This design comes from an exercise in tuning for small area, a short achievable clock period and few clock cycles per item on the open sky130 flow, not from production work. In this exercise RTL edits were held to simulation tests only and were not proved equivalent to the original.

## violet
Design bcd_calc, start of the top module:
module bcd_calc(
	input clk,
	input rst,
	input in_valid,
	input [19:0] in_a,
	input [19:0] in_b,
	input [1:0] in_op,        
	output in_ready,
	output out_valid,
	output [19:0] out_result,
	output out_error
);
localparam K1 = 2;
localparam K2 = 6;
localparam K3 = 10;
assign in_ready = 1'b1;
reg [5:0] vp;
always @(posedge clk)
	if (rst) vp <= 6'd0;
	else vp <= {vp[4:0], in_valid};
assign out_valid = vp[5];
reg [15:0] a0, b0;
reg sa0, sb0;
reg [1:0] op0;
always @(posedge clk) begin
	a0 <= in_a[15:0];
	b0 <= in_b[15:0];
	sa0 <= in_a[16];	 
	sb0 <= in_b[16];
	op0 <= in_op;
end
wire [13:0] ma, mb;
bcd2n ca(a0, ma);
bcd2n cb(b0, mb);
wire gt = a0 > b0;
wire is_div0 = op0 == 2'd3;
wire is_mul0 = op0 == 2'd2;
wire is_add0 = ~op0[1];
wire esb = sb0 ^ op0[0];
wire diff = sa0 ^ esb;		 
wire sub_b = is_div0 | (is_add0 & diff & gt);
wire inv_a = is_add0 & diff & ~gt;
wire cin0 = is_div0 | (is_add0 & diff);
wire sign0 = is_add0 ? ((~diff | gt) ? sa0 : esb) : (sa0 ^ sb0);
  ...
==> flow/config.mk <==
export PLATFORM = sky130hd
export DESIGN_NAME = bcd_calc
export DESIGN_NICKNAME = bcd_calc
export VERILOG_FILES = /design/flow/design.v
export SDC_FILE = /design/flow/constraint.sdc
export NUM_CORES = 4
export LEC_CHECK = 0
export ABC_AREA = 1
export CAP_MARGIN = 20
export CORE_MARGIN = 2
export CORE_UTILIZATION = 40
export PLACE_DENSITY = 0.6
export SLEW_MARGIN = 20
==> flow/constraint.sdc <==
create_clock -name core_clock -period 42.0 [get_ports {clk}]
set_input_delay 8.4000 -clock core_clock [delete_from_list [all_inputs] [get_ports {clk}]]
set_output_delay 8.4000 -clock core_clock [all_outputs]
set_load 0.01 [all_outputs]
standard.sh (not shown) runs the stock make flow with config.mk's settings and CLKGATE_MAP_FILE= SYNTH_SCRIPT=/design/flow/synth_recipe.tcl, a recipe that flattens the netlist after the stock synthesis.
==> flow/flow/run.sh <==
#!/bin/bash
# Own layout flow: the standard ORFS flow (standard.sh), with the port
# buffers made from sky130_fd_sc_hd__buf_2 cells instead of the cell
# buffer_ports picks by default. Each ORFS step logs to orfs/logs/; the make
# output goes to flow.log in this folder.
set -euo pipefail
bash standard.sh "BUFFER_PORTS_ARGS=-buffer_cell sky130_fd_sc_hd__buf_1" finish > flow.log 2>&1
Every stage of the flow completed for violet, and the final layout passed the timing, DRC and antenna checks.
Testbench counts of violet, summed over its fixed seeds: cycles 8,048, items 8,000.
[inputs] nickel vs violet
Settings: setting CTS_CLUSTER_SIZE to 10 for the first time; setting CTS_BUF_LIST to sky130_fd_sc_hd__clkbuf_8 for the first time.
-- flow/flow/run.sh --
<<< violet, line 7
bash standard.sh "BUFFER_PORTS_ARGS=-buffer_cell sky130_fd_sc_hd__buf_1" finish > flow.log 2>&1
>>> nickel, line 7
bash standard.sh "BUFFER_PORTS_ARGS=-buffer_cell sky130_fd_sc_hd__buf_2" finish > flow.log 2>&1
Results
- In nickel the share of cells above drive strength 1 turned out 2.8 points higher than in violet.
- [compare] base=violet new=nickel: routability-driven placement congestion ratio ~0 delta; area overhead of the layout relative to synthesis -0.81 points; routing usage on met2 +0.43 points.
- Cmp nickel and violet / sequential portion of the cell area / lower: violet
- Reported for nickel and violet, total die area turned out identical to the last digit.
- Compared with violet, nickel ends up with less cell area.
- Taking violet as the reference, in nickel post-layout worst setup margin went down; utilization now sits lower.
Relative to nickel, the following input files were edited for onyx:
Settings: a deleted CTS_CLUSTER_SIZE that had been 10; a deleted CTS_BUF_LIST that had been sky130_fd_sc_hd__clkbuf_8.
==> flow/run.sh (new file) <==
#!/bin/bash
# synth_recipe.tcl (not shown) runs the flow's synth.tcl, then flattens the netlist and writes it again
# the make line also repeats each setting of config.mk as NAME=value (left out here)
make -C /OpenROAD-flow-scripts/flow DESIGN_CONFIG=/design/flow/config.mk WORK_HOME=/design/flow/orfs CLKGATE_MAP_FILE= SYNTH_SCRIPT=/design/flow/synth_recipe.tcl finish
removed: flow/flow/run.sh
removed: flow/standard.sh
Max final worst setup slack across nickel and onyx: nickel
The final design instance area without fill reported for onyx is greater than that of nickel by 530 sq um.
Compared with nickel, onyx shows wire length that has gone up slightly.

* * *

The RTL this note starts from:
==> flow/design.v <==
`timescale 1ns / 1ps
module radd #(parameter W = 8, parameter FAST = 0) (
	input  [W-1:0] a,
	input  [W-1:0] b,
	input          ci,
	output [W-1:0] s,
	output         co
);
wire [W:0] c;
assign c[0] = ci;
genvar i;
generate for (i = 0; i < W; i = i + 1) begin : g
	wire p = a[i] ^ b[i];
	assign s[i] = p ^ c[i];
	if (FAST) begin : f
		assign c[i+1] = p ? c[i] : a[i];
	end else begin : r
		assign c[i+1] = (a[i] & b[i]) | (c[i] & p);
	end
end endgenerate
assign co = c[W];
endmodule
module dig10(
	input  [3:0] d,
	input  [3:0] e,
	output [6:0] y
);
wire c4 = d[2] & d[0];
wire c5 = d[1] & c4;
wire [6:0] d10 = {d[3] | (d[2] & c5), d[2] ^ c5, d[3] | (d[1] ^ c4), d[2] ^ d[0], d[1], d[0], 1'b0};
assign y[0] = e[0];
radd #(6) a1(.a(d10[6:1]), .b({3'b000, e[3:1]}), .ci(1'b0), .s(y[6:1]), .co());
endmodule
module bcd2n(
	input  [15:0] bcd,
	output [13:0] n
);
wire [6:0] t, u;
dig10 h(bcd[15:12], bcd[11:8], t);
dig10 l(bcd[7:4], bcd[3:0], u);
wire [8:0] v;		 
assign v[1:0] = u[1:0];
radd #(7) a1(.a(t), .b({2'b00, u[6:2]}), .ci(1'b0), .s(v[8:2]), .co());
wire [8:0] w;		 
assign w[0] = t[0];
radd #(7) a2(.a(t), .b({1'b0, t[6:1]}), .ci(1'b0), .s(w[7:1]), .co(w[8]));
assign n[4:0] = v[4:0];
radd #(9) a3(.a(w), .b({5'd0, v[8:5]}), .ci(1'b0), .s(n[13:5]), .co());
endmodule
module n2bcd(
	input  [13:0] n,
	output [15:0] bcd
);
function [4:0] dbl;	 
	input [3:0] d;
	input b;
	reg c;
	begin
		c = d[3] | (d[2] & (d[1] | d[0]));
		dbl = {c, (d[2] & ~d[1] & ~d[0]) | (d[3] & d[0]),
		          (d[1] & ~d[2]) | (d[1] & d[0]) | (d[3] & ~d[0]),
		          d[0] ^ c, b};
	end
endfunction
reg [3:0] d0, d1, d2, d3;
reg c0, c1, c2;
integer k;
always @(*) begin
	d0 = {1'b0, n[13:11]}; d1 = 4'd0; d2 = 4'd0; d3 = 4'd0;
	for (k = 10; k >= 0; k = k - 1) begin
		{c0, d0} = dbl(d0, n[k]);
		{c1, d1} = dbl(d1, c0);
		{c2, d2} = dbl(d2, c1);
		d3 = {d3[2:0], c2};
	end
end
assign bcd = {d3, d2, d1, d0};
endmodule
`timescale 1ns / 1ps
module bcd_calc(
	input clk,
	input rst,
	input in_valid,
	input [19:0] in_a,
	input [19:0] in_b,
	input [1:0] in_op,        
	output in_ready,
	output out_valid,
	output [19:0] out_result,
	output out_error
);
localparam K1 = 2;
localparam K2 = 6;
localparam K3 = 10;
assign in_ready = 1'b1;
reg [5:0] vp;
always @(posedge clk)
	if (rst) vp <= 6'd0;
	else vp <= {vp[4:0], in_valid};
assign out_valid = vp[5];
reg [15:0] a0, b0;
reg sa0, sb0;
reg [1:0] op0;
always @(posedge clk) begin
	a0 <= in_a[15:0];
	b0 <= in_b[15:0];
	sa0 <= in_a[16];	 
	sb0 <= in_b[16];
	op0 <= in_op;
end
wire [13:0] ma, mb;
bcd2n ca(a0, ma);
bcd2n cb(b0, mb);
wire gt;	 
radd #(14) cmp(.a(ma), .b(~mb), .ci(1'b0), .s(), .co(gt));
wire is_div0 = op0 == 2'd3;
wire is_mul0 = op0 == 2'd2;
wire is_add0 = ~op0[1];
wire esb = sb0 ^ op0[0];
wire diff = sa0 ^ esb;		 
wire sub_b = is_div0 | (is_add0 & diff);
wire inv_r = is_add0 & diff & ~gt;	 
wire cin0 = is_div0 | (is_add0 & diff & gt);
wire sign0 = is_add0 ? ((~diff | gt) ? sa0 : esb) : (sa0 ^ sb0);
wire [14:0] bor;	 
assign bor[14] = 1'b0;
genvar i;
generate for (i = 13; i >= 0; i = i - 1) begin : borg
	assign bor[i] = bor[i+1] | mb[i];
end endgenerate
wire m_hi = |(ma[13:1] & {bor[1], bor[2], bor[3], bor[4], bor[5], bor[6], bor[7],
	bor[8], bor[9], bor[10], bor[11], bor[12], bor[13]});
wire err0 = (is_div0 & (b0 == 16'd0)) | (is_mul0 & m_hi);
wire [13:0] xs [0:14];
wire [13:0] zs [0:14];
wire [13:0] ys [0:14];
wire [5:0]  fs [0:14];	 
assign xs[0] = 14'd0;
assign zs[0] = ma;
assign ys[0] = mb ^ {14{sub_b}};
assign fs[0] = {is_div0, is_mul0, inv_r, cin0, err0, sign0};
genvar k;
generate for (k = 1; k <= 14; k = k + 1) begin : row
	wire [13:0] xi, zi, yi;
	wire [5:0] fi;
	if (k - 1 == K1 || k - 1 == K2 || k - 1 == K3) begin : cut
		reg [13:0] xr, zr, yr;
		reg [5:0] fr;
		always @(posedge clk) begin
			xr <= xs[k-1];
			zr <= zs[k-1];
			yr <= ys[k-1];
			fr <= fs[k-1];
		end
		assign xi = xr; assign zi = zr; assign yi = yr; assign fi = fr;
	end else begin : nocut
		assign xi = xs[k-1]; assign zi = zs[k-1]; assign yi = ys[k-1]; assign fi = fs[k-1];
	end
	wire f_div = fi[5], f_mul = fi[4], f_cin = fi[2];
	wire zb = zi[13];
	wire inj = ~f_mul & zb;
	wire [k-1:0] p;
	if (k == 1) begin : p1
		assign p = inj;
	end else begin : pk
		assign p = {xi[k-2:0], inj};
	end
	wire [k-1:0] s;
	wire co;
	wire ci = (k == 14) ? f_cin : f_div;
	radd #(.W(k), .FAST(1)) ad(.a(p), .b(yi[k-1:0]), .ci(ci), .s(s), .co(co));
	wire yok;	 
	if (k == 14) begin : yk14
		assign yok = 1'b1;
	end else begin : ykn
		assign yok = &yi[13:k];
	end
	wire q = co & yok;
	wire sel = f_div ? q : f_mul ? zb : ((k == 14) & ~f_div & ~f_mul);
	wire [k-1:0] xo = sel ? s : p;
	if (k == 14) begin : x14
		assign xs[k] = xo;
	end else begin : xk
		assign xs[k] = {{(14-k){1'b0}}, xo};
	end
	assign zs[k] = {zi[12:0], q};
	assign ys[k] = yi;
	wire ovf = (f_mul & zb & co) | ((k == 14) & ~f_div & ~f_mul & ~f_cin & co);
	assign fs[k] = {fi[5:2], fi[1] | ovf, fi[0]};
end endgenerate
wire [5:0] ff = fs[14];
wire [13:0] mag = ff[5] ? zs[14] : xs[14];
reg [13:0] mag4;
reg err4, sg4, inv4;
always @(posedge clk) begin
	mag4 <= mag;
	inv4 <= ff[3];
	err4 <= ff[1];
	sg4 <= ff[0];
end
wire [13:0] m = mag4 ^ {14{inv4}};
wire err = err4 | (m > 14'd9999);
wire [15:0] dig;
n2bcd cv(m, dig);
reg [15:0] res5;
reg neg5, err5;
always @(posedge clk) begin
	res5 <= err ? 16'd0 : dig;
	neg5 <= sg4 & (m != 14'd0) & ~err;
	err5 <= err;
end
assign out_result = {1'b0, neg5, 1'b0, neg5, res5};
assign out_error = err5;
endmodule
export LEC_CHECK = 0
export CAP_MARGIN = 20
export CORE_MARGIN = 2
export CORE_UTILIZATION = 40
export PLACE_DENSITY = 0.6
export SLEW_MARGIN = 20
create_clock -name core_clock -period 42.0 [get_ports {clk}]
==> flow/flow/run.sh <==
#!/bin/bash
# Own layout flow: the standard ORFS flow (standard.sh), with the port
# buffers made from sky130_fd_sc_hd__buf_2 cells and the clock tree built
# with its own options. Each ORFS step logs to orfs/logs/; the make output
# goes to flow.log in this folder.
set -euo pipefail
bash standard.sh "BUFFER_PORTS_ARGS=-buffer_cell sky130_fd_sc_hd__buf_2" "CTS_ARGS=-sink_clustering_enable -repair_clock_nets -root_buf sky130_fd_sc_hd__clkbuf_16 -buf_list sky130_fd_sc_hd__clkbuf_8 -sink_clustering_size 8 -sink_clustering_max_diameter 30 -dont_use_dummy_load" finish > flow.log 2>&1
Testbench counts at the start, summed over its fixed seeds: cycles 8,048, items 8,000.
Change:
- ABC_AREA: unset -> 1
Effect: The new run completed without violations. Via count came out lower by a quarter to a third. Critical path depth drops by 26. Synthesized area goes down by about a fifth.
Change:
- CORE_UTILIZATION: 40 -> 60
- PLACE_DENSITY: 0.6 -> 0.75
Result: The new run finished with timing, DRC and antenna clean; first-iteration DRC count is lower by 25%; worst setup slack loses 0.013 ns; die area is lower by 33%; worst hold slack loses 0.0094 ns; sequential cell count stays the same; wire length is lower by about 4.5%; via count is higher by 1.6%; critical path depth stays the same.
Change:
==> flow/flow/run.sh (replaced) <==
#!/bin/bash
# Own layout flow: the standard ORFS flow (standard.sh), with the port
# buffers made from sky130_fd_sc_hd__buf_2 cells instead of the cell
# buffer_ports picks by default. Each ORFS step logs to orfs/logs/; the make
# output goes to flow.log in this folder.
set -euo pipefail
bash standard.sh "BUFFER_PORTS_ARGS=-buffer_cell sky130_fd_sc_hd__buf_2" finish > flow.log 2>&1
- CORE_UTILIZATION: 60 -> 40
- CTS_CLUSTER_SIZE: unset -> 24
- PLACE_DENSITY: 0.75 -> 0.6
What happened:
- non-clock buffer count is unchanged
- clock skew went down by 0.023 ns
- global-route usage came out lower by 6.6 points
- cell area rose by 4.3%
- routed wire length is higher by 6.5%
- core utilization fell by 20 points
- register-to-register slack gets worse by 0.20 ns
- critical path depth stays the same

-- re-timing with driven ports --
How much do the figures lean on ideal ports? The routed layouts below were timed once more, with nothing changed but the port constraints. Step 1: set_driving_cell puts a clkbuf_16 on clk and a buf_2 on each other input, an assumption about the parent block. Step 2, shift: input delay + t, output delay - t, t = (earliest + latest rising clock arrival at the registers) / 2. This alone moves slack from input paths to output paths. Three values: ideal ports, drivers, drivers and shift; two values: the first two.
run	t (ns)	setup slack, ns	worst setup path at the end	latest minus earliest clock arrival (ns)	worst slew at a driven data input, ns
violet	0.491	32.676 / 32.629 / 33.120	register to output	0.012 / 0.012	0.03
nickel	0.525	32.657 / 32.613 / 33.138	register to output	0.018 / 0.018	0.03
onyx	0.492	32.287 / 32.240 / 32.732	register to output	0.014 / 0.014	0.03
the first run of note 2	0.424	31.759 / 31.759 / 31.759	register to register	0.036 / 0.037	0.04
the second run of note 2	0.427	32.763 / 32.715 / 33.032	register to register	0.049 / 0.048	0.03
the third run of note 2	0.404	32.750 / 32.703 / 33.107	register to output	0.041 / 0.040	0.03
the fourth run of note 2	0.485	32.696 / 32.645 / 32.993	register to register	0.011 / 0.011	0.03
After both steps every run listed still meets setup and hold.
